Context: an optimization exercise on an open-source flow, tuned for small area, a short achievable clock period and few clock cycles per item. The choices shown serve that exercise and are no tape-out recipe. No run shown here included a check of the RTL's function; only the layout flow was run.

==> flow/design.v (outline; a module is shown in full before it is edited, if it fits) <==
// module conv_s1: 341 lines
// module conv_s2: 39 lines
// module final_cmp: 129 lines
// module dense_mac: 346 lines
// module cnn_top: 145 lines
module cnn_top (
    clk,
    rst_n,
    start,
    done,
    data_bram_wen, data_bram_addr, data_bram_din,
    weight_bram_wen, weight_bram_addr, weight_bram_din,
    feature_bram_wen, feature_bram_addr, feature_bram_din,
    dense_w_bram_wen, dense_w_bram_addr, dense_w_bram_din,
    final_class_out
);
  // ...
==> flow/run.sh <==
#!/bin/bash
# synth_recipe.tcl (not shown) runs the flow's synth.tcl, then flattens the netlist and writes it again
# the make line also repeats each setting of config.mk as NAME=value (left out here)
make -C /OpenROAD-flow-scripts/flow DESIGN_CONFIG=/design/flow/config.mk WORK_HOME=/design/flow/orfs CLKGATE_MAP_FILE= SYNTH_SCRIPT=/design/flow/synth_recipe.tcl finish
==> flow/config.mk <==
export PLATFORM = sky130hd
export DESIGN_NAME = cnn_top
export DESIGN_NICKNAME = cnn_top
export VERILOG_FILES = /design/flow/design.v
export SDC_FILE = /design/flow/constraint.sdc
export NUM_CORES = 4
export LEC_CHECK = 0
export CAP_MARGIN = 20
export CORE_MARGIN = 2
export CORE_UTILIZATION = 60
export PLACE_DENSITY = 0.75
export SETUP_SLACK_MARGIN = 4.0
export SLEW_MARGIN = 20
==> flow/constraint.sdc <==
create_clock -name core_clock -period 7.0 [get_ports {clk}]
set_input_delay 1.4000 -clock core_clock [delete_from_list [all_inputs] [get_ports {clk}]]
set_output_delay 1.4000 -clock core_clock [all_outputs]
set_load 0.01 [all_outputs]
==> results.txt, run 1 <==
status=finished clean; overall routed net length=between 70,000 and 80,000 microns; Syn Inst Count=2,812; sum of routed wire segments on met1=around 29,000 microns; GRT Resource Usage Total=0.2741; DR WL met2=roughly 38,000 microns; area share of xor/xnor cells in the synthesized design=0.08420; share of the synthesized area in the top cell type=0.2302; number of synthesized register bits=around 480; cell depth of the worst setup path=11; launch point of the worst path=s1[22]; number of buffers added by the clock tree synthesis step=50; post-detail-place hpwl=50,550 microns; CTS sink count=approximately 480; first-pass GRT wire length=116,600 microns; dominant combinational cell family by area after synthesis=adder cells; Largest delay share family, worst path=adder cells; vias in the first global route=21,930; cell area after technology mapping=31,830 sq um; register area share after synthesis=0.3813; Netlist cell types=70
==> run 2: changes to the inputs <==
==> flow/design.v (replaced) <==
module conv_s1 (
    input [7:0] x0,
    input [7:0] x1,
    input [7:0] x2,
    input [11:0] k0,
    input [11:0] k1,
    input [11:0] k2,
    output [60:0] r
);
  wire p1 = (k0[0] & x0[0]) ^ k0[2];
  wire p2 = ((k0[0] & x0[1]) | (k0[1] & x0[0])) ^ k0[2];
  wire p3 = ((k0[0] & x0[2]) | (k0[1] & x0[1])) ^ k0[2];
  wire p4 = ((k0[0] & x0[3]) | (k0[1] & x0[2])) ^ k0[2];
  wire p5 = ((k0[0] & x0[4]) | (k0[1] & x0[3])) ^ k0[2];
  wire p6 = ((k0[0] & x0[5]) | (k0[1] & x0[4])) ^ k0[2];
  wire p7 = ((k0[0] & x0[6]) | (k0[1] & x0[5])) ^ k0[2];
  wire p8 = ((k0[0] & x0[7]) | (k0[1] & x0[6])) ^ k0[2];
  wire p9 = ((k0[0] & x0[7]) | (k0[1] & x0[7])) ^ k0[2];
  wire p10 = ~p9;
  wire p11 = (k0[3] & x0[0]) ^ k0[5];
  wire p12 = ((k0[3] & x0[1]) | (k0[4] & x0[0])) ^ k0[5];
  wire p13 = ((k0[3] & x0[2]) | (k0[4] & x0[1])) ^ k0[5];
  wire p14 = ((k0[3] & x0[3]) | (k0[4] & x0[2])) ^ k0[5];
  wire p15 = ((k0[3] & x0[4]) | (k0[4] & x0[3])) ^ k0[5];
  wire p16 = ((k0[3] & x0[5]) | (k0[4] & x0[4])) ^ k0[5];
  wire p17 = ((k0[3] & x0[6]) | (k0[4] & x0[5])) ^ k0[5];
  wire p18 = ((k0[3] & x0[7]) | (k0[4] & x0[6])) ^ k0[5];
  wire p19 = ((k0[3] & x0[7]) | (k0[4] & x0[7])) ^ k0[5];
  wire p20 = ~p19;
  wire p21 = (k0[6] & x0[0]) ^ k0[8];
  wire p22 = ((k0[6] & x0[1]) | (k0[7] & x0[0])) ^ k0[8];
  wire p23 = ((k0[6] & x0[2]) | (k0[7] & x0[1])) ^ k0[8];
  wire p24 = ((k0[6] & x0[3]) | (k0[7] & x0[2])) ^ k0[8];
  wire p25 = ((k0[6] & x0[4]) | (k0[7] & x0[3])) ^ k0[8];
  wire p26 = ((k0[6] & x0[5]) | (k0[7] & x0[4])) ^ k0[8];
  wire p27 = ((k0[6] & x0[6]) | (k0[7] & x0[5])) ^ k0[8];
  wire p28 = ((k0[6] & x0[7]) | (k0[7] & x0[6])) ^ k0[8];
  wire p29 = ((k0[6] & x0[7]) | (k0[7] & x0[7])) ^ k0[8];
  wire p30 = ~p29;
  wire p31 = (k0[9] & x0[0]) ^ k0[11];
  wire p32 = ((k0[9] & x0[1]) | (k0[10] & x0[0])) ^ k0[11];
  wire p33 = ((k0[9] & x0[2]) | (k0[10] & x0[1])) ^ k0[11];
  wire p34 = ((k0[9] & x0[3]) | (k0[10] & x0[2])) ^ k0[11];
  wire p35 = ((k0[9] & x0[4]) | (k0[10] & x0[3])) ^ k0[11];
  wire p36 = ((k0[9] & x0[5]) | (k0[10] & x0[4])) ^ k0[11];
  wire p37 = ((k0[9] & x0[6]) | (k0[10] & x0[5])) ^ k0[11];
  wire p38 = ((k0[9] & x0[7]) | (k0[10] & x0[6])) ^ k0[11];
  wire p39 = ((k0[9] & x0[7]) | (k0[10] & x0[7])) ^ k0[11];
  wire p40 = ~p39;
  wire p41 = (k1[0] & x1[0]) ^ k1[2];
  wire p42 = ((k1[0] & x1[1]) | (k1[1] & x1[0])) ^ k1[2];
  wire p43 = ((k1[0] & x1[2]) | (k1[1] & x1[1])) ^ k1[2];
  wire p44 = ((k1[0] & x1[3]) | (k1[1] & x1[2])) ^ k1[2];
  wire p45 = ((k1[0] & x1[4]) | (k1[1] & x1[3])) ^ k1[2];
  wire p46 = ((k1[0] & x1[5]) | (k1[1] & x1[4])) ^ k1[2];
  wire p47 = ((k1[0] & x1[6]) | (k1[1] & x1[5])) ^ k1[2];
  wire p48 = ((k1[0] & x1[7]) | (k1[1] & x1[6])) ^ k1[2];
  wire p49 = ((k1[0] & x1[7]) | (k1[1] & x1[7])) ^ k1[2];
  wire p50 = ~p49;
  wire p51 = (k1[3] & x1[0]) ^ k1[5];
  wire p52 = ((k1[3] & x1[1]) | (k1[4] & x1[0])) ^ k1[5];
  wire p53 = ((k1[3] & x1[2]) | (k1[4] & x1[1])) ^ k1[5];
  wire p54 = ((k1[3] & x1[3]) | (k1[4] & x1[2])) ^ k1[5];
  wire p55 = ((k1[3] & x1[4]) | (k1[4] & x1[3])) ^ k1[5];
  wire p56 = ((k1[3] & x1[5]) | (k1[4] & x1[4])) ^ k1[5];
  wire p57 = ((k1[3] & x1[6]) | (k1[4] & x1[5])) ^ k1[5];
  wire p58 = ((k1[3] & x1[7]) | (k1[4] & x1[6])) ^ k1[5];
  wire p59 = ((k1[3] & x1[7]) | (k1[4] & x1[7])) ^ k1[5];
  wire p60 = ~p59;
  wire p61 = (k1[6] & x1[0]) ^ k1[8];
  wire p62 = ((k1[6] & x1[1]) | (k1[7] & x1[0])) ^ k1[8];
  wire p63 = ((k1[6] & x1[2]) | (k1[7] & x1[1])) ^ k1[8];
  wire p64 = ((k1[6] & x1[3]) | (k1[7] & x1[2])) ^ k1[8];
  wire p65 = ((k1[6] & x1[4]) | (k1[7] & x1[3])) ^ k1[8];
  wire p66 = ((k1[6] & x1[5]) | (k1[7] & x1[4])) ^ k1[8];
  wire p67 = ((k1[6] & x1[6]) | (k1[7] & x1[5])) ^ k1[8];
  wire p68 = ((k1[6] & x1[7]) | (k1[7] & x1[6])) ^ k1[8];
  wire p69 = ((k1[6] & x1[7]) | (k1[7] & x1[7])) ^ k1[8];
  wire p70 = ~p69;
  wire p71 = (k1[9] & x1[0]) ^ k1[11];
  wire p72 = ((k1[9] & x1[1]) | (k1[10] & x1[0])) ^ k1[11];
  wire p73 = ((k1[9] & x1[2]) | (k1[10] & x1[1])) ^ k1[11];
  wire p74 = ((k1[9] & x1[3]) | (k1[10] & x1[2])) ^ k1[11];
  wire p75 = ((k1[9] & x1[4]) | (k1[10] & x1[3])) ^ k1[11];
  wire p76 = ((k1[9] & x1[5]) | (k1[10] & x1[4])) ^ k1[11];
  wire p77 = ((k1[9] & x1[6]) | (k1[10] & x1[5])) ^ k1[11];
  wire p78 = ((k1[9] & x1[7]) | (k1[10] & x1[6])) ^ k1[11];
  wire p79 = ((k1[9] & x1[7]) | (k1[10] & x1[7])) ^ k1[11];
  wire p80 = ~p79;
  wire p81 = (k2[0] & x2[0]) ^ k2[2];
  wire p82 = ((k2[0] & x2[1]) | (k2[1] & x2[0])) ^ k2[2];
  wire p83 = ((k2[0] & x2[2]) | (k2[1] & x2[1])) ^ k2[2];
  wire p84 = ((k2[0] & x2[3]) | (k2[1] & x2[2])) ^ k2[2];
  wire p85 = ((k2[0] & x2[4]) | (k2[1] & x2[3])) ^ k2[2];
  wire p86 = ((k2[0] & x2[5]) | (k2[1] & x2[4])) ^ k2[2];
  wire p87 = ((k2[0] & x2[6]) | (k2[1] & x2[5])) ^ k2[2];
  wire p88 = ((k2[0] & x2[7]) | (k2[1] & x2[6])) ^ k2[2];
  wire p89 = ((k2[0] & x2[7]) | (k2[1] & x2[7])) ^ k2[2];
  wire p90 = ~p89;
  wire p91 = (k2[3] & x2[0]) ^ k2[5];
  wire p92 = ((k2[3] & x2[1]) | (k2[4] & x2[0])) ^ k2[5];
  wire p93 = ((k2[3] & x2[2]) | (k2[4] & x2[1])) ^ k2[5];
  wire p94 = ((k2[3] & x2[3]) | (k2[4] & x2[2])) ^ k2[5];
  wire p95 = ((k2[3] & x2[4]) | (k2[4] & x2[3])) ^ k2[5];
  wire p96 = ((k2[3] & x2[5]) | (k2[4] & x2[4])) ^ k2[5];
  wire p97 = ((k2[3] & x2[6]) | (k2[4] & x2[5])) ^ k2[5];
  wire p98 = ((k2[3] & x2[7]) | (k2[4] & x2[6])) ^ k2[5];
  wire p99 = ((k2[3] & x2[7]) | (k2[4] & x2[7])) ^ k2[5];
  wire p100 = ~p99;
  wire p101 = (k2[6] & x2[0]) ^ k2[8];
  wire p102 = ((k2[6] & x2[1]) | (k2[7] & x2[0])) ^ k2[8];
  wire p103 = ((k2[6] & x2[2]) | (k2[7] & x2[1])) ^ k2[8];
  wire p104 = ((k2[6] & x2[3]) | (k2[7] & x2[2])) ^ k2[8];
  wire p105 = ((k2[6] & x2[4]) | (k2[7] & x2[3])) ^ k2[8];
  wire p106 = ((k2[6] & x2[5]) | (k2[7] & x2[4])) ^ k2[8];
  wire p107 = ((k2[6] & x2[6]) | (k2[7] & x2[5])) ^ k2[8];
  wire p108 = ((k2[6] & x2[7]) | (k2[7] & x2[6])) ^ k2[8];
  wire p109 = ((k2[6] & x2[7]) | (k2[7] & x2[7])) ^ k2[8];
  wire p110 = ~p109;
  wire p111 = (k2[9] & x2[0]) ^ k2[11];
  wire p112 = ((k2[9] & x2[1]) | (k2[10] & x2[0])) ^ k2[11];
  wire p113 = ((k2[9] & x2[2]) | (k2[10] & x2[1])) ^ k2[11];
  wire p114 = ((k2[9] & x2[3]) | (k2[10] & x2[2])) ^ k2[11];
  wire p115 = ((k2[9] & x2[4]) | (k2[10] & x2[3])) ^ k2[11];
  wire p116 = ((k2[9] & x2[5]) | (k2[10] & x2[4])) ^ k2[11];
  wire p117 = ((k2[9] & x2[6]) | (k2[10] & x2[5])) ^ k2[11];
  wire p118 = ((k2[9] & x2[7]) | (k2[10] & x2[6])) ^ k2[11];
  wire p119 = ((k2[9] & x2[7]) | (k2[10] & x2[7])) ^ k2[11];
  wire p120 = ~p119;
  wire s121, c122;
  fa3 us121 (.a(k0[11]), .b(k1[11]), .c(k2[11]), .s(s121), .co(c122));
  wire s123, c124;
  fa3 us123 (.a(k0[8]), .b(k1[8]), .c(k2[8]), .s(s123), .co(c124));
  wire s125, c126;
  ha2 us125 (.a(p5), .b(p13), .s(s125), .co(c126));
  wire s127, c128;
  fa3 us127 (.a(p6), .b(p14), .c(p22), .s(s127), .co(c128));
  wire s129, c130;
  fa3 us129 (.a(p7), .b(p15), .c(p23), .s(s129), .co(c130));
  wire s131, c132;
  fa3 us131 (.a(p31), .b(p47), .c(p55), .s(s131), .co(c132));
  wire s133, c134;
  ha2 us133 (.a(p63), .b(p71), .s(s133), .co(c134));
  wire s135, c136;
  fa3 us135 (.a(p8), .b(p16), .c(p24), .s(s135), .co(c136));
  wire s137, c138;
  fa3 us137 (.a(p32), .b(p48), .c(p56), .s(s137), .co(c138));
  wire s139, c140;
  fa3 us139 (.a(p64), .b(p72), .c(p88), .s(s139), .co(c140));
  wire s141, c142;
  ha2 us141 (.a(p96), .b(p104), .s(s141), .co(c142));
  wire s143 = ~(p10 ^ p17);
  wire c144 = p10 | p17;
  wire s145, c146;
  fa3 us145 (.a(p25), .b(p33), .c(p50), .s(s145), .co(c146));
  wire s147, c148;
  fa3 us147 (.a(p57), .b(p65), .c(p73), .s(s147), .co(c148));
  wire s149, c150;
  fa3 us149 (.a(p90), .b(p97), .c(p105), .s(s149), .co(c150));
  wire s151, c152;
  fa3 us151 (.a(p18), .b(p26), .c(p34), .s(s151), .co(c152));
  wire s153, c154;
  fa3 us153 (.a(p58), .b(p66), .c(p74), .s(s153), .co(c154));
  wire s155, c156;
  fa3 us155 (.a(p20), .b(p27), .c(p35), .s(s155), .co(c156));
  wire s157, c158;
  fa3 us157 (.a(k0[5]), .b(k1[5]), .c(k2[5]), .s(s157), .co(c158));
  wire s159, c160;
  ha2 us159 (.a(p3), .b(p11), .s(s159), .co(c160));
  wire s161, c162;
  fa3 us161 (.a(p4), .b(p12), .c(p44), .s(s161), .co(c162));
  wire s163, c164;
  fa3 us163 (.a(p21), .b(p45), .c(p53), .s(s163), .co(c164));
  wire s165, c166;
  fa3 us165 (.a(p61), .b(p85), .c(p93), .s(s165), .co(c166));
  wire s167, c168;
  fa3 us167 (.a(p46), .b(p54), .c(p62), .s(s167), .co(c168));
  wire s169, c170;
  fa3 us169 (.a(p86), .b(p94), .c(p102), .s(s169), .co(c170));
  wire s171, c172;
  ha2 us171 (.a(c126), .b(c124), .s(s171), .co(c172));
  wire s173, c174;
  fa3 us173 (.a(p87), .b(p95), .c(p103), .s(s173), .co(c174));
  wire s175, c176;
  fa3 us175 (.a(p111), .b(s133), .c(s121), .s(s175), .co(c176));
  wire s177, c178;
  fa3 us177 (.a(c128), .b(s129), .c(s131), .s(s177), .co(c178));
  wire s179, c180;
  fa3 us179 (.a(p112), .b(c134), .c(c122), .s(s179), .co(c180));
  wire s181, c182;
  fa3 us181 (.a(s141), .b(c130), .c(c132), .s(s181), .co(c182));
  wire s183, c184;
  fa3 us183 (.a(s135), .b(s137), .c(s139), .s(s183), .co(c184));
  wire s185, c186;
  fa3 us185 (.a(p113), .b(c142), .c(c136), .s(s185), .co(c186));
  wire s187, c188;
  fa3 us187 (.a(c138), .b(c140), .c(s143), .s(s187), .co(c188));
  wire s189, c190;
  fa3 us189 (.a(s145), .b(s147), .c(s149), .s(s189), .co(c190));
  wire s191, c192;
  fa3 us191 (.a(p98), .b(p106), .c(p114), .s(s191), .co(c192));
  wire s193, c194;
  fa3 us193 (.a(c144), .b(c146), .c(c148), .s(s193), .co(c194));
  wire s195, c196;
  fa3 us195 (.a(c150), .b(s151), .c(s153), .s(s195), .co(c196));
  wire s197, c198;
  fa3 us197 (.a(p60), .b(p67), .c(p75), .s(s197), .co(c198));
  wire s199, c200;
  fa3 us199 (.a(p100), .b(p107), .c(p115), .s(s199), .co(c200));
  wire s201, c202;
  fa3 us201 (.a(c152), .b(c154), .c(s155), .s(s201), .co(c202));
  wire s203, c204;
  fa3 us203 (.a(p28), .b(p36), .c(p68), .s(s203), .co(c204));
  wire s205, c206;
  fa3 us205 (.a(p76), .b(p108), .c(p116), .s(s205), .co(c206));
  wire s207, c208;
  fa3 us207 (.a(p30), .b(p37), .c(p70), .s(s207), .co(c208));
  wire s209, c210;
  fa3 us209 (.a(k0[2]), .b(k1[2]), .c(k2[2]), .s(s209), .co(c210));
  wire s211, c212;
  fa3 us211 (.a(p43), .b(p51), .c(p83), .s(s211), .co(c212));
  wire s213, c214;
  fa3 us213 (.a(p52), .b(p84), .c(p92), .s(s213), .co(c214));
  wire s215, c216;
  ha2 us215 (.a(c160), .b(c158), .s(s215), .co(c216));
  wire s217, c218;
  fa3 us217 (.a(p101), .b(s123), .c(s125), .s(s217), .co(c218));
  wire s219, c220;
  fa3 us219 (.a(c162), .b(s163), .c(s165), .s(s219), .co(c220));
  wire s221, c222;
  fa3 us221 (.a(c164), .b(c166), .c(s167), .s(s221), .co(c222));
  wire s223, c224;
  fa3 us223 (.a(s169), .b(s127), .c(s171), .s(s223), .co(c224));
  wire s225, c226;
  fa3 us225 (.a(c168), .b(c170), .c(s173), .s(s225), .co(c226));
  wire s227, c228;
  fa3 us227 (.a(c172), .b(s175), .c(s177), .s(s227), .co(c228));
  wire s229, c230;
  fa3 us229 (.a(c174), .b(c176), .c(s179), .s(s229), .co(c230));
  wire s231, c232;
  fa3 us231 (.a(c178), .b(s181), .c(s183), .s(s231), .co(c232));
  wire s233, c234;
  fa3 us233 (.a(c180), .b(c182), .c(c184), .s(s233), .co(c234));
  wire s235, c236;
  fa3 us235 (.a(s185), .b(s187), .c(s189), .s(s235), .co(c236));
  wire s237, c238;
  fa3 us237 (.a(s191), .b(c186), .c(c188), .s(s237), .co(c238));
  wire s239, c240;
  fa3 us239 (.a(c190), .b(s193), .c(s195), .s(s239), .co(c240));
  wire s241, c242;
  fa3 us241 (.a(c192), .b(s197), .c(s199), .s(s241), .co(c242));
  wire s243, c244;
  fa3 us243 (.a(c194), .b(c196), .c(s201), .s(s243), .co(c244));
  wire s245, c246;
  fa3 us245 (.a(c198), .b(c200), .c(c156), .s(s245), .co(c246));
  wire s247, c248;
  fa3 us247 (.a(s203), .b(s205), .c(c202), .s(s247), .co(c248));
  wire s249, c250;
  fa3 us249 (.a(p77), .b(p110), .c(p117), .s(s249), .co(c250));
  wire s251, c252;
  fa3 us251 (.a(c204), .b(c206), .c(s207), .s(s251), .co(c252));
  wire s253, c254;
  fa3 us253 (.a(p38), .b(p78), .c(p118), .s(s253), .co(c254));
  assign r[0] = s209;
  assign r[1] = p1;
  assign r[2] = p41;
  assign r[3] = p81;
  assign r[4] = c210;
  assign r[5] = p2;
  assign r[6] = p42;
  assign r[7] = p82;
  assign r[8] = s211;
  assign r[9] = p91;
  assign r[10] = s157;
  assign r[11] = s159;
  assign r[12] = c212;
  assign r[13] = s213;
  assign r[14] = s215;
  assign r[15] = s161;
  assign r[16] = c214;
  assign r[17] = c216;
  assign r[18] = s217;
  assign r[19] = s219;
  assign r[20] = c218;
  assign r[21] = c220;
  assign r[22] = s221;
  assign r[23] = s223;
  assign r[24] = c222;
  assign r[25] = c224;
  assign r[26] = s225;
  assign r[27] = s227;
  assign r[28] = c226;
  assign r[29] = c228;
  assign r[30] = s229;
  assign r[31] = s231;
  assign r[32] = c230;
  assign r[33] = c232;
  assign r[34] = s233;
  assign r[35] = s235;
  assign r[36] = c234;
  assign r[37] = c236;
  assign r[38] = s237;
  assign r[39] = s239;
  assign r[40] = c238;
  assign r[41] = c240;
  assign r[42] = s241;
  assign r[43] = s243;
  assign r[44] = c242;
  assign r[45] = c244;
  assign r[46] = s245;
  assign r[47] = s247;
  assign r[48] = c246;
  assign r[49] = c248;
  assign r[50] = s249;
  assign r[51] = s251;
  assign r[52] = c250;
  assign r[53] = c252;
  assign r[54] = s253;
  assign r[55] = c208;
  assign r[56] = c254;
  assign r[57] = p40;
  assign r[58] = p80;
  assign r[59] = p120;
  assign r[60] = 1'b1;
endmodule
module conv_s2 (
    input [60:0] r,
    output [15:0] feat
);
  wire s255, c256;
  ha2 us255 (.a(r[0]), .b(r[1]), .s(s255), .co(c256));
  wire s257, c258;
  fa3 us257 (.a(r[4]), .b(r[5]), .c(r[6]), .s(s257), .co(c258));
  wire s259, c260;
  fa3 us259 (.a(r[8]), .b(r[9]), .c(r[10]), .s(s259), .co(c260));
  wire s261, c262;
  fa3 us261 (.a(r[12]), .b(r[13]), .c(r[14]), .s(s261), .co(c262));
  wire s263, c264;
  fa3 us263 (.a(r[16]), .b(r[17]), .c(r[18]), .s(s263), .co(c264));
  wire s265, c266;
  fa3 us265 (.a(r[20]), .b(r[21]), .c(r[22]), .s(s265), .co(c266));
  wire s267, c268;
  fa3 us267 (.a(r[24]), .b(r[25]), .c(r[26]), .s(s267), .co(c268));
  wire s269, c270;
  fa3 us269 (.a(r[28]), .b(r[29]), .c(r[30]), .s(s269), .co(c270));
  wire s271, c272;
  fa3 us271 (.a(r[32]), .b(r[33]), .c(r[34]), .s(s271), .co(c272));
  wire s273, c274;
  fa3 us273 (.a(r[36]), .b(r[37]), .c(r[38]), .s(s273), .co(c274));
  wire s275, c276;
  fa3 us275 (.a(r[40]), .b(r[41]), .c(r[42]), .s(s275), .co(c276));
  wire s277, c278;
  fa3 us277 (.a(r[44]), .b(r[45]), .c(r[46]), .s(s277), .co(c278));
  wire s279, c280;
  fa3 us279 (.a(r[48]), .b(r[49]), .c(r[50]), .s(s279), .co(c280));
  wire s281, c282;
  fa3 us281 (.a(r[52]), .b(r[53]), .c(r[54]), .s(s281), .co(c282));
  wire s283, c284;
  fa3 us283 (.a(r[56]), .b(r[57]), .c(r[58]), .s(s283), .co(c284));
  wire s285, c286;
  ha2 us285 (.a(r[2]), .b(r[3]), .s(s285), .co(c286));
  wire s287, c288;
  fa3 us287 (.a(r[7]), .b(c256), .c(s257), .s(s287), .co(c288));
  wire s289, c290;
  fa3 us289 (.a(r[11]), .b(c258), .c(s259), .s(s289), .co(c290));
  wire s291, c292;
  fa3 us291 (.a(r[15]), .b(c260), .c(s261), .s(s291), .co(c292));
  wire s293, c294;
  fa3 us293 (.a(r[19]), .b(c262), .c(s263), .s(s293), .co(c294));
  wire s295, c296;
  fa3 us295 (.a(r[23]), .b(c264), .c(s265), .s(s295), .co(c296));
  wire s297, c298;
  fa3 us297 (.a(r[27]), .b(c266), .c(s267), .s(s297), .co(c298));
  wire s299, c300;
  fa3 us299 (.a(r[31]), .b(c268), .c(s269), .s(s299), .co(c300));
  wire s301, c302;
  fa3 us301 (.a(r[35]), .b(c270), .c(s271), .s(s301), .co(c302));
  wire s303, c304;
  fa3 us303 (.a(r[39]), .b(c272), .c(s273), .s(s303), .co(c304));
  wire s305, c306;
  fa3 us305 (.a(r[43]), .b(c274), .c(s275), .s(s305), .co(c306));
  wire s307, c308;
  fa3 us307 (.a(r[47]), .b(c276), .c(s277), .s(s307), .co(c308));
  wire s309, c310;
  fa3 us309 (.a(r[51]), .b(c278), .c(s279), .s(s309), .co(c310));
  wire s311, c312;
  fa3 us311 (.a(r[55]), .b(c280), .c(s281), .s(s311), .co(c312));
  wire s313, c314;
  fa3 us313 (.a(r[59]), .b(c282), .c(s283), .s(s313), .co(c314));
  wire [16:0] ra = {r[60], c314, c312, c310, c308, c306, c304, c302, c300, c298, c296, c294, c292, c290, c288, c286, s285};
  wire [16:0] rb = {1'b0, c284, s313, s311, s309, s307, s305, s303, s301, s299, s297, s295, s293, s291, s289, s287, s255};
  wire [16:0] sum = ra + rb;
  assign feat = sum[16] ? 16'd0 : sum[15:0];
endmodule
module final_cmp (
    input [27:0] s1,
    input [27:0] c1,
    input [27:0] s2,
    input [27:0] c2,
    output [1:0] cls
);
  wire s315, c316;
  ha2 us315 (.a(s2[0]), .b(c2[0]), .s(s315), .co(c316));
  wire s317, c318;
  fa3 us317 (.a(s2[1]), .b(c2[1]), .c(s1[1]), .s(s317), .co(c318));
  wire s319, c320;
  fa3 us319 (.a(s2[2]), .b(c2[2]), .c(s1[2]), .s(s319), .co(c320));
  wire s321, c322;
  fa3 us321 (.a(s2[3]), .b(c2[3]), .c(s1[3]), .s(s321), .co(c322));
  wire s323, c324;
  fa3 us323 (.a(s2[4]), .b(c2[4]), .c(s1[4]), .s(s323), .co(c324));
  wire s325, c326;
  fa3 us325 (.a(s2[5]), .b(c2[5]), .c(s1[5]), .s(s325), .co(c326));
  wire s327, c328;
  fa3 us327 (.a(s2[6]), .b(c2[6]), .c(s1[6]), .s(s327), .co(c328));
  wire s329, c330;
  fa3 us329 (.a(s2[7]), .b(c2[7]), .c(s1[7]), .s(s329), .co(c330));
  wire s331, c332;
  fa3 us331 (.a(s2[8]), .b(c2[8]), .c(s1[8]), .s(s331), .co(c332));
  wire s333, c334;
  fa3 us333 (.a(s2[9]), .b(c2[9]), .c(s1[9]), .s(s333), .co(c334));
  wire s335, c336;
  fa3 us335 (.a(s2[10]), .b(c2[10]), .c(s1[10]), .s(s335), .co(c336));
  wire s337, c338;
  fa3 us337 (.a(s2[11]), .b(c2[11]), .c(s1[11]), .s(s337), .co(c338));
  wire s339, c340;
  fa3 us339 (.a(s2[12]), .b(c2[12]), .c(s1[12]), .s(s339), .co(c340));
  wire s341, c342;
  fa3 us341 (.a(s2[13]), .b(c2[13]), .c(s1[13]), .s(s341), .co(c342));
  wire s343, c344;
  fa3 us343 (.a(s2[14]), .b(c2[14]), .c(s1[14]), .s(s343), .co(c344));
  wire s345, c346;
  fa3 us345 (.a(s2[15]), .b(c2[15]), .c(s1[15]), .s(s345), .co(c346));
  wire s347, c348;
  fa3 us347 (.a(s2[16]), .b(c2[16]), .c(s1[16]), .s(s347), .co(c348));
  wire s349, c350;
  fa3 us349 (.a(s2[17]), .b(c2[17]), .c(s1[17]), .s(s349), .co(c350));
  wire s351, c352;
  fa3 us351 (.a(s2[18]), .b(c2[18]), .c(s1[18]), .s(s351), .co(c352));
  wire s353, c354;
  fa3 us353 (.a(s2[19]), .b(c2[19]), .c(s1[19]), .s(s353), .co(c354));
  wire s355, c356;
  fa3 us355 (.a(s2[20]), .b(c2[20]), .c(s1[20]), .s(s355), .co(c356));
  wire s357, c358;
  fa3 us357 (.a(s2[21]), .b(c2[21]), .c(s1[21]), .s(s357), .co(c358));
  wire s359, c360;
  fa3 us359 (.a(s2[22]), .b(c2[22]), .c(s1[22]), .s(s359), .co(c360));
  wire s361, c362;
  fa3 us361 (.a(s2[23]), .b(c2[23]), .c(s1[23]), .s(s361), .co(c362));
  wire s363, c364;
  fa3 us363 (.a(s2[24]), .b(c2[24]), .c(s1[24]), .s(s363), .co(c364));
  wire s365, c366;
  fa3 us365 (.a(s2[25]), .b(c2[25]), .c(s1[25]), .s(s365), .co(c366));
  wire s367, c368;
  fa3 us367 (.a(s2[26]), .b(c2[26]), .c(s1[26]), .s(s367), .co(c368));
  wire s369, c370;
  fa3 us369 (.a(s2[27]), .b(c2[27]), .c(s1[27]), .s(s369), .co(c370));
  wire s371, c372;
  ha2 us371 (.a(s1[0]), .b(c1[0]), .s(s371), .co(c372));
  wire s373, c374;
  fa3 us373 (.a(c1[1]), .b(c316), .c(s317), .s(s373), .co(c374));
  wire s375, c376;
  fa3 us375 (.a(c1[2]), .b(c318), .c(s319), .s(s375), .co(c376));
  wire s377, c378;
  fa3 us377 (.a(c1[3]), .b(c320), .c(s321), .s(s377), .co(c378));
  wire s379, c380;
  fa3 us379 (.a(c1[4]), .b(c322), .c(s323), .s(s379), .co(c380));
  wire s381, c382;
  fa3 us381 (.a(c1[5]), .b(c324), .c(s325), .s(s381), .co(c382));
  wire s383, c384;
  fa3 us383 (.a(c1[6]), .b(c326), .c(s327), .s(s383), .co(c384));
  wire s385, c386;
  fa3 us385 (.a(c1[7]), .b(c328), .c(s329), .s(s385), .co(c386));
  wire s387, c388;
  fa3 us387 (.a(c1[8]), .b(c330), .c(s331), .s(s387), .co(c388));
  wire s389, c390;
  fa3 us389 (.a(c1[9]), .b(c332), .c(s333), .s(s389), .co(c390));
  wire s391, c392;
  fa3 us391 (.a(c1[10]), .b(c334), .c(s335), .s(s391), .co(c392));
  wire s393, c394;
  fa3 us393 (.a(c1[11]), .b(c336), .c(s337), .s(s393), .co(c394));
  wire s395, c396;
  fa3 us395 (.a(c1[12]), .b(c338), .c(s339), .s(s395), .co(c396));
  wire s397, c398;
  fa3 us397 (.a(c1[13]), .b(c340), .c(s341), .s(s397), .co(c398));
  wire s399, c400;
  fa3 us399 (.a(c1[14]), .b(c342), .c(s343), .s(s399), .co(c400));
  wire s401, c402;
  fa3 us401 (.a(c1[15]), .b(c344), .c(s345), .s(s401), .co(c402));
  wire s403, c404;
  fa3 us403 (.a(c1[16]), .b(c346), .c(s347), .s(s403), .co(c404));
  wire s405, c406;
  fa3 us405 (.a(c1[17]), .b(c348), .c(s349), .s(s405), .co(c406));
  wire s407, c408;
  fa3 us407 (.a(c1[18]), .b(c350), .c(s351), .s(s407), .co(c408));
  wire s409, c410;
  fa3 us409 (.a(c1[19]), .b(c352), .c(s353), .s(s409), .co(c410));
  wire s411, c412;
  fa3 us411 (.a(c1[20]), .b(c354), .c(s355), .s(s411), .co(c412));
  wire s413, c414;
  fa3 us413 (.a(c1[21]), .b(c356), .c(s357), .s(s413), .co(c414));
  wire s415, c416;
  fa3 us415 (.a(c1[22]), .b(c358), .c(s359), .s(s415), .co(c416));
  wire s417, c418;
  fa3 us417 (.a(c1[23]), .b(c360), .c(s361), .s(s417), .co(c418));
  wire s419, c420;
  fa3 us419 (.a(c1[24]), .b(c362), .c(s363), .s(s419), .co(c420));
  wire s421, c422;
  fa3 us421 (.a(c1[25]), .b(c364), .c(s365), .s(s421), .co(c422));
  wire s423, c424;
  fa3 us423 (.a(c1[26]), .b(c366), .c(s367), .s(s423), .co(c424));
  wire s425, c426;
  fa3 us425 (.a(c1[27]), .b(c368), .c(s369), .s(s425), .co(c426));
  wire [27:0] ra = {c424, c422, c420, c418, c416, c414, c412, c410, c408, c406, c404, c402, c400, c398, c396, c394, c392, c390, c388, c386, c384, c382, c380, c378, c376, c374, c372, s371};
  wire [27:0] rb = {s425, s423, s421, s419, s417, s415, s413, s411, s409, s407, s405, s403, s401, s399, s397, s395, s393, s391, s389, s387, s385, s383, s381, s379, s377, s375, s373, s315};
  wire [27:0] t1 = s1 + c1;
  wire [27:0] t2 = s2 + c2;
  wire [27:0] u = ra + rb;
  wire ge01 = t1[27];
  wire ge02 = !t2[27];
  wire ge12 = !u[27] | (&(ra ^ rb));
  assign cls = (ge01 && ge02) ? 2'd0 : ge12 ? 2'd1 : 2'd2;
endmodule
module dense_mac (
    input [15:0] f,
    input [14:0] de,
    input first,
    input [27:0] as,
    input [27:0] ac,
    output [27:0] ns,
    output [27:0] nc
);
  parameter INIT = 0;
  wire [27:0] as_g = first ? (28'd262144 + INIT) : as;
  wire [27:0] ac_g = first ? 28'd0 : ac;
  wire p427 = (de[0] & f[0]) ^ de[2];
  wire p428 = ((de[0] & f[1]) | (de[1] & f[0])) ^ de[2];
  wire p429 = ((de[0] & f[2]) | (de[1] & f[1])) ^ de[2];
  wire p430 = ((de[0] & f[3]) | (de[1] & f[2])) ^ de[2];
  wire p431 = ((de[0] & f[4]) | (de[1] & f[3])) ^ de[2];
  wire p432 = ((de[0] & f[5]) | (de[1] & f[4])) ^ de[2];
  wire p433 = ((de[0] & f[6]) | (de[1] & f[5])) ^ de[2];
  wire p434 = ((de[0] & f[7]) | (de[1] & f[6])) ^ de[2];
  wire p435 = ((de[0] & f[8]) | (de[1] & f[7])) ^ de[2];
  wire p436 = ((de[0] & f[9]) | (de[1] & f[8])) ^ de[2];
  wire p437 = ((de[0] & f[10]) | (de[1] & f[9])) ^ de[2];
  wire p438 = ((de[0] & f[11]) | (de[1] & f[10])) ^ de[2];
  wire p439 = ((de[0] & f[12]) | (de[1] & f[11])) ^ de[2];
  wire p440 = ((de[0] & f[13]) | (de[1] & f[12])) ^ de[2];
  wire p441 = ((de[0] & f[14]) | (de[1] & f[13])) ^ de[2];
  wire p442 = ((de[0] & f[15]) | (de[1] & f[14])) ^ de[2];
  wire p443 = ((de[0] & 1'b0) | (de[1] & f[15])) ^ de[2];
  wire p444 = ((de[0] & 1'b0) | (de[1] & 1'b0)) ^ de[2];
  wire p445 = ~p444;
  wire p446 = (de[3] & f[0]) ^ de[5];
  wire p447 = ((de[3] & f[1]) | (de[4] & f[0])) ^ de[5];
  wire p448 = ((de[3] & f[2]) | (de[4] & f[1])) ^ de[5];
  wire p449 = ((de[3] & f[3]) | (de[4] & f[2])) ^ de[5];
  wire p450 = ((de[3] & f[4]) | (de[4] & f[3])) ^ de[5];
  wire p451 = ((de[3] & f[5]) | (de[4] & f[4])) ^ de[5];
  wire p452 = ((de[3] & f[6]) | (de[4] & f[5])) ^ de[5];
  wire p453 = ((de[3] & f[7]) | (de[4] & f[6])) ^ de[5];
  wire p454 = ((de[3] & f[8]) | (de[4] & f[7])) ^ de[5];
  wire p455 = ((de[3] & f[9]) | (de[4] & f[8])) ^ de[5];
  wire p456 = ((de[3] & f[10]) | (de[4] & f[9])) ^ de[5];
  wire p457 = ((de[3] & f[11]) | (de[4] & f[10])) ^ de[5];
  wire p458 = ((de[3] & f[12]) | (de[4] & f[11])) ^ de[5];
  wire p459 = ((de[3] & f[13]) | (de[4] & f[12])) ^ de[5];
  wire p460 = ((de[3] & f[14]) | (de[4] & f[13])) ^ de[5];
  wire p461 = ((de[3] & f[15]) | (de[4] & f[14])) ^ de[5];
  wire p462 = ((de[3] & 1'b0) | (de[4] & f[15])) ^ de[5];
  wire p463 = ((de[3] & 1'b0) | (de[4] & 1'b0)) ^ de[5];
  wire p464 = ~p463;
  wire p465 = (de[6] & f[0]) ^ de[8];
  wire p466 = ((de[6] & f[1]) | (de[7] & f[0])) ^ de[8];
  wire p467 = ((de[6] & f[2]) | (de[7] & f[1])) ^ de[8];
  wire p468 = ((de[6] & f[3]) | (de[7] & f[2])) ^ de[8];
  wire p469 = ((de[6] & f[4]) | (de[7] & f[3])) ^ de[8];
  wire p470 = ((de[6] & f[5]) | (de[7] & f[4])) ^ de[8];
  wire p471 = ((de[6] & f[6]) | (de[7] & f[5])) ^ de[8];
  wire p472 = ((de[6] & f[7]) | (de[7] & f[6])) ^ de[8];
  wire p473 = ((de[6] & f[8]) | (de[7] & f[7])) ^ de[8];
  wire p474 = ((de[6] & f[9]) | (de[7] & f[8])) ^ de[8];
  wire p475 = ((de[6] & f[10]) | (de[7] & f[9])) ^ de[8];
  wire p476 = ((de[6] & f[11]) | (de[7] & f[10])) ^ de[8];
  wire p477 = ((de[6] & f[12]) | (de[7] & f[11])) ^ de[8];
  wire p478 = ((de[6] & f[13]) | (de[7] & f[12])) ^ de[8];
  wire p479 = ((de[6] & f[14]) | (de[7] & f[13])) ^ de[8];
  wire p480 = ((de[6] & f[15]) | (de[7] & f[14])) ^ de[8];
  wire p481 = ((de[6] & 1'b0) | (de[7] & f[15])) ^ de[8];
  wire p482 = ((de[6] & 1'b0) | (de[7] & 1'b0)) ^ de[8];
  wire p483 = ~p482;
  wire p484 = (de[9] & f[0]) ^ de[11];
  wire p485 = ((de[9] & f[1]) | (de[10] & f[0])) ^ de[11];
  wire p486 = ((de[9] & f[2]) | (de[10] & f[1])) ^ de[11];
  wire p487 = ((de[9] & f[3]) | (de[10] & f[2])) ^ de[11];
  wire p488 = ((de[9] & f[4]) | (de[10] & f[3])) ^ de[11];
  wire p489 = ((de[9] & f[5]) | (de[10] & f[4])) ^ de[11];
  wire p490 = ((de[9] & f[6]) | (de[10] & f[5])) ^ de[11];
  wire p491 = ((de[9] & f[7]) | (de[10] & f[6])) ^ de[11];
  wire p492 = ((de[9] & f[8]) | (de[10] & f[7])) ^ de[11];
  wire p493 = ((de[9] & f[9]) | (de[10] & f[8])) ^ de[11];
  wire p494 = ((de[9] & f[10]) | (de[10] & f[9])) ^ de[11];
  wire p495 = ((de[9] & f[11]) | (de[10] & f[10])) ^ de[11];
  wire p496 = ((de[9] & f[12]) | (de[10] & f[11])) ^ de[11];
  wire p497 = ((de[9] & f[13]) | (de[10] & f[12])) ^ de[11];
  wire p498 = ((de[9] & f[14]) | (de[10] & f[13])) ^ de[11];
  wire p499 = ((de[9] & f[15]) | (de[10] & f[14])) ^ de[11];
  wire p500 = ((de[9] & 1'b0) | (de[10] & f[15])) ^ de[11];
  wire p501 = ((de[9] & 1'b0) | (de[10] & 1'b0)) ^ de[11];
  wire p502 = ~p501;
  wire p503 = (de[12] & f[0]) ^ de[14];
  wire p504 = ((de[12] & f[1]) | (de[13] & f[0])) ^ de[14];
  wire p505 = ((de[12] & f[2]) | (de[13] & f[1])) ^ de[14];
  wire p506 = ((de[12] & f[3]) | (de[13] & f[2])) ^ de[14];
  wire p507 = ((de[12] & f[4]) | (de[13] & f[3])) ^ de[14];
  wire p508 = ((de[12] & f[5]) | (de[13] & f[4])) ^ de[14];
  wire p509 = ((de[12] & f[6]) | (de[13] & f[5])) ^ de[14];
  wire p510 = ((de[12] & f[7]) | (de[13] & f[6])) ^ de[14];
  wire p511 = ((de[12] & f[8]) | (de[13] & f[7])) ^ de[14];
  wire p512 = ((de[12] & f[9]) | (de[13] & f[8])) ^ de[14];
  wire p513 = ((de[12] & f[10]) | (de[13] & f[9])) ^ de[14];
  wire p514 = ((de[12] & f[11]) | (de[13] & f[10])) ^ de[14];
  wire p515 = ((de[12] & f[12]) | (de[13] & f[11])) ^ de[14];
  wire p516 = ((de[12] & f[13]) | (de[13] & f[12])) ^ de[14];
  wire p517 = ((de[12] & f[14]) | (de[13] & f[13])) ^ de[14];
  wire p518 = ((de[12] & f[15]) | (de[13] & f[14])) ^ de[14];
  wire p519 = ((de[12] & 1'b0) | (de[13] & f[15])) ^ de[14];
  wire p520 = ((de[12] & 1'b0) | (de[13] & 1'b0)) ^ de[14];
  wire p521 = ~p520;
  wire s522, c523;
  ha2 us522 (.a(as_g[6]), .b(ac_g[6]), .s(s522), .co(c523));
  wire s524, c525;
  ha2 us524 (.a(as_g[7]), .b(ac_g[7]), .s(s524), .co(c525));
  wire s526, c527;
  fa3 us526 (.a(as_g[8]), .b(ac_g[8]), .c(de[14]), .s(s526), .co(c527));
  wire s528, c529;
  ha2 us528 (.a(p435), .b(p452), .s(s528), .co(c529));
  wire s530, c531;
  fa3 us530 (.a(as_g[9]), .b(ac_g[9]), .c(p436), .s(s530), .co(c531));
  wire s532, c533;
  ha2 us532 (.a(p453), .b(p470), .s(s532), .co(c533));
  wire s534, c535;
  fa3 us534 (.a(as_g[10]), .b(ac_g[10]), .c(p437), .s(s534), .co(c535));
  wire s536, c537;
  ha2 us536 (.a(p454), .b(p471), .s(s536), .co(c537));
  wire s538, c539;
  fa3 us538 (.a(as_g[11]), .b(ac_g[11]), .c(p438), .s(s538), .co(c539));
  wire s540, c541;
  ha2 us540 (.a(p455), .b(p472), .s(s540), .co(c541));
  wire s542, c543;
  fa3 us542 (.a(as_g[12]), .b(ac_g[12]), .c(p439), .s(s542), .co(c543));
  wire s544, c545;
  ha2 us544 (.a(p456), .b(p473), .s(s544), .co(c545));
  wire s546, c547;
  fa3 us546 (.a(as_g[13]), .b(ac_g[13]), .c(p440), .s(s546), .co(c547));
  wire s548, c549;
  ha2 us548 (.a(p457), .b(p474), .s(s548), .co(c549));
  wire s550, c551;
  fa3 us550 (.a(as_g[14]), .b(ac_g[14]), .c(p441), .s(s550), .co(c551));
  wire s552, c553;
  ha2 us552 (.a(p458), .b(p475), .s(s552), .co(c553));
  wire s554, c555;
  fa3 us554 (.a(as_g[15]), .b(ac_g[15]), .c(p442), .s(s554), .co(c555));
  wire s556, c557;
  ha2 us556 (.a(p459), .b(p476), .s(s556), .co(c557));
  wire s558, c559;
  fa3 us558 (.a(as_g[16]), .b(ac_g[16]), .c(p443), .s(s558), .co(c559));
  wire s560, c561;
  ha2 us560 (.a(p460), .b(p477), .s(s560), .co(c561));
  wire s562, c563;
  fa3 us562 (.a(as_g[17]), .b(ac_g[17]), .c(p445), .s(s562), .co(c563));
  wire s564, c565;
  ha2 us564 (.a(p461), .b(p478), .s(s564), .co(c565));
  wire s566, c567;
  fa3 us566 (.a(as_g[18]), .b(ac_g[18]), .c(p462), .s(s566), .co(c567));
  wire s568, c569;
  ha2 us568 (.a(as_g[19]), .b(ac_g[19]), .s(s568), .co(c569));
  wire s570, c571;
  ha2 us570 (.a(as_g[2]), .b(ac_g[2]), .s(s570), .co(c571));
  wire s572, c573;
  ha2 us572 (.a(as_g[3]), .b(ac_g[3]), .s(s572), .co(c573));
  wire s574, c575;
  fa3 us574 (.a(as_g[4]), .b(ac_g[4]), .c(de[8]), .s(s574), .co(c575));
  wire s576, c577;
  ha2 us576 (.a(p431), .b(p448), .s(s576), .co(c577));
  wire s578, c579;
  fa3 us578 (.a(as_g[5]), .b(ac_g[5]), .c(p432), .s(s578), .co(c579));
  wire s580, c581;
  ha2 us580 (.a(p449), .b(p466), .s(s580), .co(c581));
  wire s582, c583;
  fa3 us582 (.a(de[11]), .b(p433), .c(p450), .s(s582), .co(c583));
  wire s584, c585;
  fa3 us584 (.a(p467), .b(p484), .c(s522), .s(s584), .co(c585));
  wire s586, c587;
  fa3 us586 (.a(p434), .b(p451), .c(p468), .s(s586), .co(c587));
  wire s588, c589;
  fa3 us588 (.a(p485), .b(c523), .c(s524), .s(s588), .co(c589));
  wire s590, c591;
  fa3 us590 (.a(p469), .b(p486), .c(p503), .s(s590), .co(c591));
  wire s592, c593;
  fa3 us592 (.a(c525), .b(s526), .c(s528), .s(s592), .co(c593));
  wire s594, c595;
  fa3 us594 (.a(p487), .b(p504), .c(c529), .s(s594), .co(c595));
  wire s596, c597;
  fa3 us596 (.a(c527), .b(s532), .c(s530), .s(s596), .co(c597));
  wire s598, c599;
  fa3 us598 (.a(p488), .b(p505), .c(c533), .s(s598), .co(c599));
  wire s600, c601;
  fa3 us600 (.a(s536), .b(c531), .c(s534), .s(s600), .co(c601));
  wire s602, c603;
  fa3 us602 (.a(p489), .b(p506), .c(c537), .s(s602), .co(c603));
  wire s604, c605;
  fa3 us604 (.a(s540), .b(c535), .c(s538), .s(s604), .co(c605));
  wire s606, c607;
  fa3 us606 (.a(p490), .b(p507), .c(c541), .s(s606), .co(c607));
  wire s608, c609;
  fa3 us608 (.a(s544), .b(c539), .c(s542), .s(s608), .co(c609));
  wire s610, c611;
  fa3 us610 (.a(p491), .b(p508), .c(c545), .s(s610), .co(c611));
  wire s612, c613;
  fa3 us612 (.a(s548), .b(c543), .c(s546), .s(s612), .co(c613));
  wire s614, c615;
  fa3 us614 (.a(p492), .b(p509), .c(c549), .s(s614), .co(c615));
  wire s616, c617;
  fa3 us616 (.a(s552), .b(c547), .c(s550), .s(s616), .co(c617));
  wire s618, c619;
  fa3 us618 (.a(p493), .b(p510), .c(c553), .s(s618), .co(c619));
  wire s620, c621;
  fa3 us620 (.a(s556), .b(c551), .c(s554), .s(s620), .co(c621));
  wire s622, c623;
  fa3 us622 (.a(p494), .b(p511), .c(c557), .s(s622), .co(c623));
  wire s624, c625;
  fa3 us624 (.a(s560), .b(c555), .c(s558), .s(s624), .co(c625));
  wire s626, c627;
  fa3 us626 (.a(p495), .b(p512), .c(c561), .s(s626), .co(c627));
  wire s628, c629;
  fa3 us628 (.a(s564), .b(c559), .c(s562), .s(s628), .co(c629));
  wire s630, c631;
  fa3 us630 (.a(p479), .b(p496), .c(p513), .s(s630), .co(c631));
  wire s632, c633;
  fa3 us632 (.a(c565), .b(c563), .c(s566), .s(s632), .co(c633));
  wire s634, c635;
  fa3 us634 (.a(p464), .b(p480), .c(p497), .s(s634), .co(c635));
  wire s636, c637;
  fa3 us636 (.a(p514), .b(s568), .c(c567), .s(s636), .co(c637));
  wire s638, c639;
  fa3 us638 (.a(as_g[20]), .b(ac_g[20]), .c(p481), .s(s638), .co(c639));
  wire s640, c641;
  fa3 us640 (.a(p498), .b(p515), .c(c569), .s(s640), .co(c641));
  wire s642, c643;
  fa3 us642 (.a(as_g[21]), .b(ac_g[21]), .c(p483), .s(s642), .co(c643));
  wire s644, c645;
  ha2 us644 (.a(p499), .b(p516), .s(s644), .co(c645));
  wire s646, c647;
  fa3 us646 (.a(as_g[22]), .b(ac_g[22]), .c(p500), .s(s646), .co(c647));
  wire s648, c649;
  ha2 us648 (.a(as_g[23]), .b(ac_g[23]), .s(s648), .co(c649));
  wire s650, c651;
  ha2 us650 (.a(as_g[0]), .b(ac_g[0]), .s(s650), .co(c651));
  wire s652, c653;
  ha2 us652 (.a(as_g[1]), .b(ac_g[1]), .s(s652), .co(c653));
  wire s654, c655;
  fa3 us654 (.a(de[5]), .b(p429), .c(p446), .s(s654), .co(c655));
  wire s656, c657;
  fa3 us656 (.a(p430), .b(p447), .c(c571), .s(s656), .co(c657));
  wire s658, c659;
  fa3 us658 (.a(p465), .b(c573), .c(s574), .s(s658), .co(c659));
  wire s660, c661;
  fa3 us660 (.a(c577), .b(c575), .c(s580), .s(s660), .co(c661));
  wire s662, c663;
  fa3 us662 (.a(c581), .b(c579), .c(s582), .s(s662), .co(c663));
  wire s664, c665;
  fa3 us664 (.a(c583), .b(s586), .c(c585), .s(s664), .co(c665));
  wire s666, c667;
  fa3 us666 (.a(c587), .b(s590), .c(c589), .s(s666), .co(c667));
  wire s668, c669;
  fa3 us668 (.a(c591), .b(s594), .c(c593), .s(s668), .co(c669));
  wire s670, c671;
  fa3 us670 (.a(c595), .b(s598), .c(c597), .s(s670), .co(c671));
  wire s672, c673;
  fa3 us672 (.a(c599), .b(s602), .c(c601), .s(s672), .co(c673));
  wire s674, c675;
  fa3 us674 (.a(c603), .b(s606), .c(c605), .s(s674), .co(c675));
  wire s676, c677;
  fa3 us676 (.a(c607), .b(s610), .c(c609), .s(s676), .co(c677));
  wire s678, c679;
  fa3 us678 (.a(c611), .b(s614), .c(c613), .s(s678), .co(c679));
  wire s680, c681;
  fa3 us680 (.a(c615), .b(s618), .c(c617), .s(s680), .co(c681));
  wire s682, c683;
  fa3 us682 (.a(c619), .b(s622), .c(c621), .s(s682), .co(c683));
  wire s684, c685;
  fa3 us684 (.a(c623), .b(s626), .c(c625), .s(s684), .co(c685));
  wire s686, c687;
  fa3 us686 (.a(s630), .b(c627), .c(c629), .s(s686), .co(c687));
  wire s688, c689;
  fa3 us688 (.a(c631), .b(s634), .c(c633), .s(s688), .co(c689));
  wire s690, c691;
  fa3 us690 (.a(c635), .b(s638), .c(s640), .s(s690), .co(c691));
  wire s692, c693;
  fa3 us692 (.a(s644), .b(c639), .c(c641), .s(s692), .co(c693));
  wire s694, c695;
  fa3 us694 (.a(p517), .b(c645), .c(c643), .s(s694), .co(c695));
  wire s696, c697;
  fa3 us696 (.a(p502), .b(p518), .c(s648), .s(s696), .co(c697));
  wire s698, c699;
  fa3 us698 (.a(as_g[24]), .b(ac_g[24]), .c(p519), .s(s698), .co(c699));
  wire s700, c701;
  ha2 us700 (.a(as_g[25]), .b(ac_g[25]), .s(s700), .co(c701));
  wire s702, c703;
  ha2 us702 (.a(de[2]), .b(p427), .s(s702), .co(c703));
  wire s704, c705;
  fa3 us704 (.a(p428), .b(c651), .c(s652), .s(s704), .co(c705));
  wire s706, c707;
  fa3 us706 (.a(c653), .b(s570), .c(s654), .s(s706), .co(c707));
  wire s708, c709;
  fa3 us708 (.a(s572), .b(c655), .c(s656), .s(s708), .co(c709));
  wire s710, c711;
  fa3 us710 (.a(s576), .b(c657), .c(s658), .s(s710), .co(c711));
  wire s712, c713;
  fa3 us712 (.a(s578), .b(c659), .c(s660), .s(s712), .co(c713));
  wire s714, c715;
  fa3 us714 (.a(s584), .b(c661), .c(s662), .s(s714), .co(c715));
  wire s716, c717;
  fa3 us716 (.a(s588), .b(c663), .c(s664), .s(s716), .co(c717));
  wire s718, c719;
  fa3 us718 (.a(s592), .b(c665), .c(s666), .s(s718), .co(c719));
  wire s720, c721;
  fa3 us720 (.a(s596), .b(c667), .c(s668), .s(s720), .co(c721));
  wire s722, c723;
  fa3 us722 (.a(s600), .b(c669), .c(s670), .s(s722), .co(c723));
  wire s724, c725;
  fa3 us724 (.a(s604), .b(c671), .c(s672), .s(s724), .co(c725));
  wire s726, c727;
  fa3 us726 (.a(s608), .b(c673), .c(s674), .s(s726), .co(c727));
  wire s728, c729;
  fa3 us728 (.a(s612), .b(c675), .c(s676), .s(s728), .co(c729));
  wire s730, c731;
  fa3 us730 (.a(s616), .b(c677), .c(s678), .s(s730), .co(c731));
  wire s732, c733;
  fa3 us732 (.a(s620), .b(c679), .c(s680), .s(s732), .co(c733));
  wire s734, c735;
  fa3 us734 (.a(s624), .b(c681), .c(s682), .s(s734), .co(c735));
  wire s736, c737;
  fa3 us736 (.a(s628), .b(c683), .c(s684), .s(s736), .co(c737));
  wire s738, c739;
  fa3 us738 (.a(s632), .b(c685), .c(s686), .s(s738), .co(c739));
  wire s740, c741;
  fa3 us740 (.a(s636), .b(c687), .c(s688), .s(s740), .co(c741));
  wire s742, c743;
  fa3 us742 (.a(c637), .b(s690), .c(c689), .s(s742), .co(c743));
  wire s744, c745;
  fa3 us744 (.a(s642), .b(c691), .c(s692), .s(s744), .co(c745));
  wire s746, c747;
  fa3 us746 (.a(s646), .b(c693), .c(s694), .s(s746), .co(c747));
  wire s748, c749;
  fa3 us748 (.a(c647), .b(s696), .c(c695), .s(s748), .co(c749));
  wire s750, c751;
  fa3 us750 (.a(c649), .b(s698), .c(c697), .s(s750), .co(c751));
  wire s752, c753;
  fa3 us752 (.a(p521), .b(s700), .c(c699), .s(s752), .co(c753));
  wire s754, c755;
  fa3 us754 (.a(as_g[26]), .b(ac_g[26]), .c(c701), .s(s754), .co(c755));
  wire s756, c757;
  ha2 us756 (.a(as_g[27]), .b(ac_g[27]), .s(s756), .co(c757));
  assign ns = {c755, c753, c751, c749, c747, c745, c743, c741, c739, c737, c735, c733, c731, c729, c727, c725, c723, c721, c719, c717, c715, c713, c711, c709, c707, c705, c703, s702};
  assign nc = {s756, s754, s752, s750, s748, s746, s744, s742, s740, s738, s736, s734, s732, s730, s728, s726, s724, s722, s720, s718, s716, s714, s712, s710, s708, s706, s704, s650};
endmodule
module fa3 (input a, input b, input c, output s, output co);
  assign s = a ^ b ^ c;
  assign co = (a & b) | (a & c) | (b & c);
endmodule
module ha2 (input a, input b, output s, output co);
  assign s = a ^ b;
  assign co = a & b;
endmodule
`timescale 1ns / 1ps
module cnn_top (
    clk,
    rst_n,
    start,
    done,
    data_bram_wen, data_bram_addr, data_bram_din,
    weight_bram_wen, weight_bram_addr, weight_bram_din,
    feature_bram_wen, feature_bram_addr, feature_bram_din,
    dense_w_bram_wen, dense_w_bram_addr, dense_w_bram_din,
    final_class_out
);
    input             clk;
    input             rst_n;
    input             start;
    output reg        done;
    input             data_bram_wen;
    input      [3:0]  data_bram_addr;
    input      [7:0]  data_bram_din;
    input             weight_bram_wen;
    input      [3:0]  weight_bram_addr;
    input      [7:0]  weight_bram_din;
    input             feature_bram_wen;
    input      [4:0]  feature_bram_addr;
    input      [23:0] feature_bram_din;
    input             dense_w_bram_wen;
    input      [4:0]  dense_w_bram_addr;
    input      [7:0]  dense_w_bram_din;
    output reg [1:0]  final_class_out;
    reg [3:0] cnt;                  
    wire busy = (cnt != 4'd0);
    always @(posedge clk or negedge rst_n) begin
        if (!rst_n) begin
            cnt  <= 4'd0;
            done <= 1'b0;
        end else begin
            if (!busy)
                cnt <= start ? 4'd1 : 4'd0;
            else
                cnt <= (cnt == 4'd10) ? 4'd0 : cnt + 4'd1;
            done <= (cnt == 4'd9);
        end
    end
    wire rot_x = busy && (cnt <= 4'd8);
    function [11:0] benc8;
        input [7:0] v;
        reg [8:0] b;
        integer j;
        begin
            b = {v, 1'b0};
            for (j = 0; j < 4; j = j + 1) begin
                benc8[3*j]   = b[2*j+1] ^ b[2*j];
                benc8[3*j+1] = (b[2*j+2] & ~b[2*j+1] & ~b[2*j]) |
                               (~b[2*j+2] & b[2*j+1] & b[2*j]);
                benc8[3*j+2] = b[2*j+2];
            end
        end
    endfunction
    reg [7:0] x [0:7];
    reg [11:0] k [0:2];             
    reg [7:0] w0 [0:5];
    reg [7:0] w1 [0:5];
    reg [7:0] w2 [0:5];
    integer i;
    always @(posedge clk) begin
        for (i = 0; i < 8; i = i + 1)
            if (data_bram_wen && data_bram_addr == i)
                x[i] <= data_bram_din;
            else if (rot_x)
                x[i] <= x[(i + 1) % 8];
        for (i = 0; i < 3; i = i + 1)
            if (weight_bram_wen && weight_bram_addr == i)
                k[i] <= benc8(weight_bram_din);
        for (i = 0; i < 6; i = i + 1) begin
            if (dense_w_bram_wen && dense_w_bram_addr == i)
                w0[i] <= dense_w_bram_din;
            if (dense_w_bram_wen && dense_w_bram_addr == i + 6)
                w1[i] <= dense_w_bram_din;
            if (dense_w_bram_wen && dense_w_bram_addr == i + 12)
                w2[i] <= dense_w_bram_din;
        end
    end
    localparam C1_W = 61;           
    wire [C1_W-1:0] c1;
    reg  [C1_W-1:0] c1_q;
    wire [15:0] feat_d;
    reg  [15:0] feat;
    conv_s1 u_c1 (.x0(x[0]), .x1(x[1]), .x2(x[2]),
                  .k0(k[0]), .k1(k[1]), .k2(k[2]), .r(c1));
    conv_s2 u_c2 (.r(c1_q), .feat(feat_d));
    always @(posedge clk) begin
        c1_q <= c1;
        feat <= feat_d;
    end
    reg [5:0] wsel;                 
    always @(posedge clk)
        for (i = 0; i < 6; i = i + 1)
            wsel[i] <= (cnt == i);
    reg [7:0] a0, a1, a2;
    always @(posedge clk) begin : colsel
        reg [7:0] m0, m1, m2;
        m0 = 8'd0; m1 = 8'd0; m2 = 8'd0;
        for (i = 0; i < 6; i = i + 1) begin
            m0 = m0 | ({8{wsel[i]}} & w0[i]);
            m1 = m1 | ({8{wsel[i]}} & w1[i]);
            m2 = m2 | ({8{wsel[i]}} & w2[i]);
        end
        a0 <= m0; a1 <= m1; a2 <= m2;
    end
    wire [8:0] da = {a1[7], a1} - {a0[7], a0};
    wire [8:0] db = {a0[7], a0} - {a2[7], a2};
    function [14:0] benc;           
        input [8:0] v;
        reg [10:0] b;
        integer j;
        begin
            b = {v[8], v, 1'b0};
            for (j = 0; j < 5; j = j + 1) begin
                benc[3*j]   = b[2*j+1] ^ b[2*j];
                benc[3*j+1] = (b[2*j+2] & ~b[2*j+1] & ~b[2*j]) |
                              (~b[2*j+2] & b[2*j+1] & b[2*j]);
                benc[3*j+2] = b[2*j+2];
            end
        end
    endfunction
    reg [14:0] ea, eb;
    always @(posedge clk) begin
        ea <= benc(da);
        eb <= benc(db);
    end
    reg  [27:0] s1, c1a, s2, c2a;
    wire [27:0] ns1, nc1, ns2, nc2;
    reg first;                      
    always @(posedge clk)
        first <= (cnt == 4'd2);
    dense_mac #(.INIT(-1)) u_d1 (.f(feat), .de(ea), .first(first), .as(s1), .ac(c1a), .ns(ns1), .nc(nc1));
    dense_mac u_d2 (.f(feat), .de(eb), .first(first), .as(s2), .ac(c2a), .ns(ns2), .nc(nc2));
    always @(posedge clk) begin
        s1 <= ns1; c1a <= nc1;
        s2 <= ns2; c2a <= nc2;
    end
    wire [1:0] cls;
    final_cmp u_f (.s1(s1), .c1(c1a), .s2(s2), .c2(c2a), .cls(cls));
    always @(posedge clk)           
        final_class_out <= cls;
endmodule
--- a/flow/config.mk
+++ b/flow/config.mk
@@ -6,8 +6,9 @@
 export NUM_CORES = 4
 export LEC_CHECK = 0
 export CAP_MARGIN = 20
 export CORE_MARGIN = 2
 export CORE_UTILIZATION = 60
 export PLACE_DENSITY = 0.75
 export SETUP_SLACK_MARGIN = 4.0
 export SLEW_MARGIN = 20
+export SYNTH_HIERARCHICAL = 1
==> run 2 against run 1 <==
Critical path type unchanged; sequential share of layout area increased by 2.5 points; maximum frequency decreased by 7.4%; core utilization decreased by 6.6 points; largest cell class unchanged.
==> results.txt, run 2 <==
highest net fanout along the worst path=6; footprint of the multi-input gates=18,460 sq um; DR WL met2=34,310 microns (-10%); number of synthesized flops with an enable pin=244; antenna-violating nets left=0; GRT Resource Usage Total=0.2517 (-0.02240); Core Region=55,310 sq um; most frequently used cell type in the post-synthesis netlist=fa_1; area delta synth->final=3.214%; number of inserted filler cells in the final layout=4,207; type of element capturing the critical path=flop; Syn Area/Cell=12.77 sq um; final hold slack=between 0.4 and 0.5 ns; CTS HTree Levels=2; commonest cells in the synthesized netlist=fa_1 (333), xnor2_1 (281), dfxtp_1 (249); placement row count=86; number of placed I/O pins=76; Horiz. Die Dim=~240 microns; share of cells above drive strength 1=0.1581; final-stage net count=2,994; max capacitance violation total=0; remaining design rule violation count=0; count of buffers from port buffering=45; maximum clock insertion buffer count=3; via total after detailed routing=19,300; clock insertion delay at the later pin of the skew report=0.64 ns; remaining global-route overflow=0; Avg WL per Cell=22.00 microns; slew of the pin with the lowest slew margin=1.165 ns; CTS tree=done; Initial Utilization=0.6081; Crit Path Class=reg -> reg; post-synthesis cell type with the largest combined area=edfxtp_1; Final Max Slew Viols=0; share of the synthesized area in the top cell type=0.2179 (-0.01233); async set-reset flop share out of synthesis=0.01004; Syn Inst Count=2,634 (-6.3%); number of synthesized register bits=498 (+3.1%); Critical Path Slowest Stage Cell=fa_1; post-detail-place hpwl=50,840 microns (+0.57%); Tmin final=3.420 ns; total of hold buffers inserted after clock tree synthesis=0; area used by sequential logic in the layout=12,530 sq um; overall routed net length=70,570 microns (-8.1%); critical-path cell list=fa_1, fa_1, inv_1, fa_2, and2b_2, o2111ai_4, a32oi_4, a311oi_2, a211oi_4, buf_6, buf_6, nor2_2; first-pass GRT wire length=113,800 microns (-2.4%); Reg clk slew, reported paths=approximately 0.06 ns; largest registers in the final layout=x: 64 flops, c1_q: 61 flops; number of buffers added by the clock tree synthesis step=52 (+4.0%); data required time at the worst endpoint=about 7.5 ns; data arrival time at the worst-slack endpoint=3.88 ns; buffers and inverters on the worst path=3; Die Outline Area=57,960 sq um; most frequent cells in the layout=fa_1 (331), xnor2_1 (281), edfxtp_1 (244); Clock Tree Root=clkbuf_16; height of the die=240.8 microns; Critical Path Start Type=flop; most common library cell in the layout ignoring fill and taps=fa_1; CTS sink count=498 (+3.1%); class of the tightest hold or removal check=reg -> reg; top sig layer=met4; timing-limited maximum frequency=0.2924 GHz; post-detailed-route via-to-cell ratio=6.016; worst stage delay on the critical path=0.54 ns; antenna diode count=0; headroom to the max-slew limit=0.2225; Final Hold Viols=0; cell area after technology mapping=33,630 sq um (+5.7%); sum of routed wire segments on met1=29,240 microns (-0.56%); final clock period utilization by the worst path=0.4886; Largest delay share family, worst path=adder cells; Synth Warn #=17; Top FF cell, synth=dfxtp_1; status=finished clean; amount of wire on met3 after detailed routing=4678 microns; number of DRC markers in iteration 0=roughly 1,500; vias in the first global route=21,040 (-4.0%); main area contributors after synthesis=edfxtp_1 (22%), fa_1 (20%), dfxtp_1 (15%); final sum of negative setup slack=0 ns; Netlist cell types=76 (+8.6%); Fin Clk Skew=0.06211 ns; Most flops, register=x; count of final setup violators=0; antenna violations before repair=0; register area share after synthesis=0.3698 (-0.01150); router iterations before antenna repair=7; setup repair after global routing missed its margin=yes; final weighted congestion in routability-driven placement=0.8854; flip-flop count of the largest register, all copies and words added=64; pin count of the biggest net entering global routing=37
-- run 2: path summary, 6_finish.rpt --
kind                          start  endpoint  slack (ns)  cells after the start
hold / removal             w1[4][0]     a1[0]        0.48                      2
max in group asynchronous     rst_n    cnt[1]        5.83                      1
hold reg to reg            w1[4][0]     a1[0]        0.48                      2
setup / recovery            c1_q[4]   feat[6]        3.58                     12
setup reg to reg            c1_q[4]   feat[6]        3.58                     12
min in group asynchronous     rst_n      done        0.98                      1
-- run 2: per-stage QoR --
| stage | instance area [sq um] | cells | util | worst slack [ns] |
|---|---|---|---|---|
| 5_1_grt | 34710 | 3208 | 0.6276 | 3.482 |
| 3_5_place_dp | 32490 | 3093 | 0.5874 | 3.017 |
| 6_report | 34710 | 3208 | 0.6276 | 3.580 |
| 4_1_cts | 34620 | 3206 | 0.6259 | 3.603 |
| 2_1_floorplan | 33640 | 2635 | - | 3.845 |
| 3_3_place_gp | 32480 | 3093 | 0.5873 | 3.074 |
-- run 2: what timing repair did --
action | in CTS | in global routing
setup endpoints to repair | 82 | 82
resized for setup | 60 | 26
cloned | 1 | 0
setup buffers | 14 | 2
pin swaps | 17 | 4
-- run 2: cells by family (layout without fill, tap and decap cells) --
| logic type | after synthesis | in the layout | share of synthesized area |
|---|---|---|---|
| fa+ha+maj | 505 | 505 | 0.2622 |
| flops | 498 | 498 | 0.3698 |
| compound gates | 470 | 470 | 0.1172 |
| buf+inv | 395 | 220 | 0.08486 |
| simple gates | 384 | 384 | 0.06179 |
| xor+xnor | 312 | 312 | 0.08125 |
| mux | 68 | 68 | 0.02266 |
| other cells | 2 | 3 | 0.0002233 |
-- run 2: worst min-delay path: stages (launching register included) --
cell,delay [ns]
edfxtp_1,0.32
a22oi_1,0.06
nand3_1,0.07
-- run 2: Yosys stat by module, one instance, submodules excluded, excerpt --
| module | cell area, sq um | flops+latches | cells | copies in the design |
|---|---|---|---|---|
| cnn_top | 15350 | 498 | 905 | 1 |
| conv_s1 | 2741 | 0 | 338 | 1 |
| dense_mac | 2773 | 0 | 339 | 1 |
| final_cmp | 1738 | 0 | 206 | 1 |
| fa3 | 20.02 | 0 | 1 | 330 |
| ha2 | 12.51 | 0 | 1 | 58 |
| conv_s2 | 923.4 | 0 | 119 | 1 |
-- run 2: per-layer routing --
layer,GRT usage,vias to the layer above
li1,-,8617
met1,0.3287,9758
met2,0.4268,769
met3,0.04003,156
met4,0.09203,0
met5,0,-
-- run 2: area by class of cell --
type,instances,area share
Sequential cell,498,0.3608
Clock buffer,71,0.04185
Clock inverter,27,0.01016
Inverter,40,0.004325
Timing Repair Buffer,82,0.02422
Tap cell,748,0.02696
Multi-Input combinational cell,1742,0.5316

==> separate check: timing with driven ports <==
The flow's constraints put no driver on any port. The routed layouts listed below were extracted and timed again, unchanged, in two steps.
Step 1, drivers: a clkbuf_16 drives clk and a buf_2 each remaining input, both assumed.
Step 2 moves the port delays by t, midway between the first and last clock arrival at a register: inputs arrive t later, outputs are due t later. That takes back most of the time a late clock gives input paths.
Three values: ideal ports, drivers, drivers and shift; two values: the first two.
| run | t, ns | setup WS [ns] | slew at the worst register clock pin (ns) | worst slew at a driven data input, ns | cell pins on the clock port's net |
|---|---|---|---|---|---|
| run 1 | 0.677 | 3.832 / 3.832 / 3.507 | 0.07 / 0.07 | 0.04 | 1 |
| run 2 | 0.666 | 3.580 / 3.580 / 3.474 | 0.07 / 0.07 | 0.04 | 1 |
After both steps setup and hold are still met in every run listed. The setup slack of run 1, which loses most, moves by 0.000 ns with the drivers and by -0.325 ns with both steps.
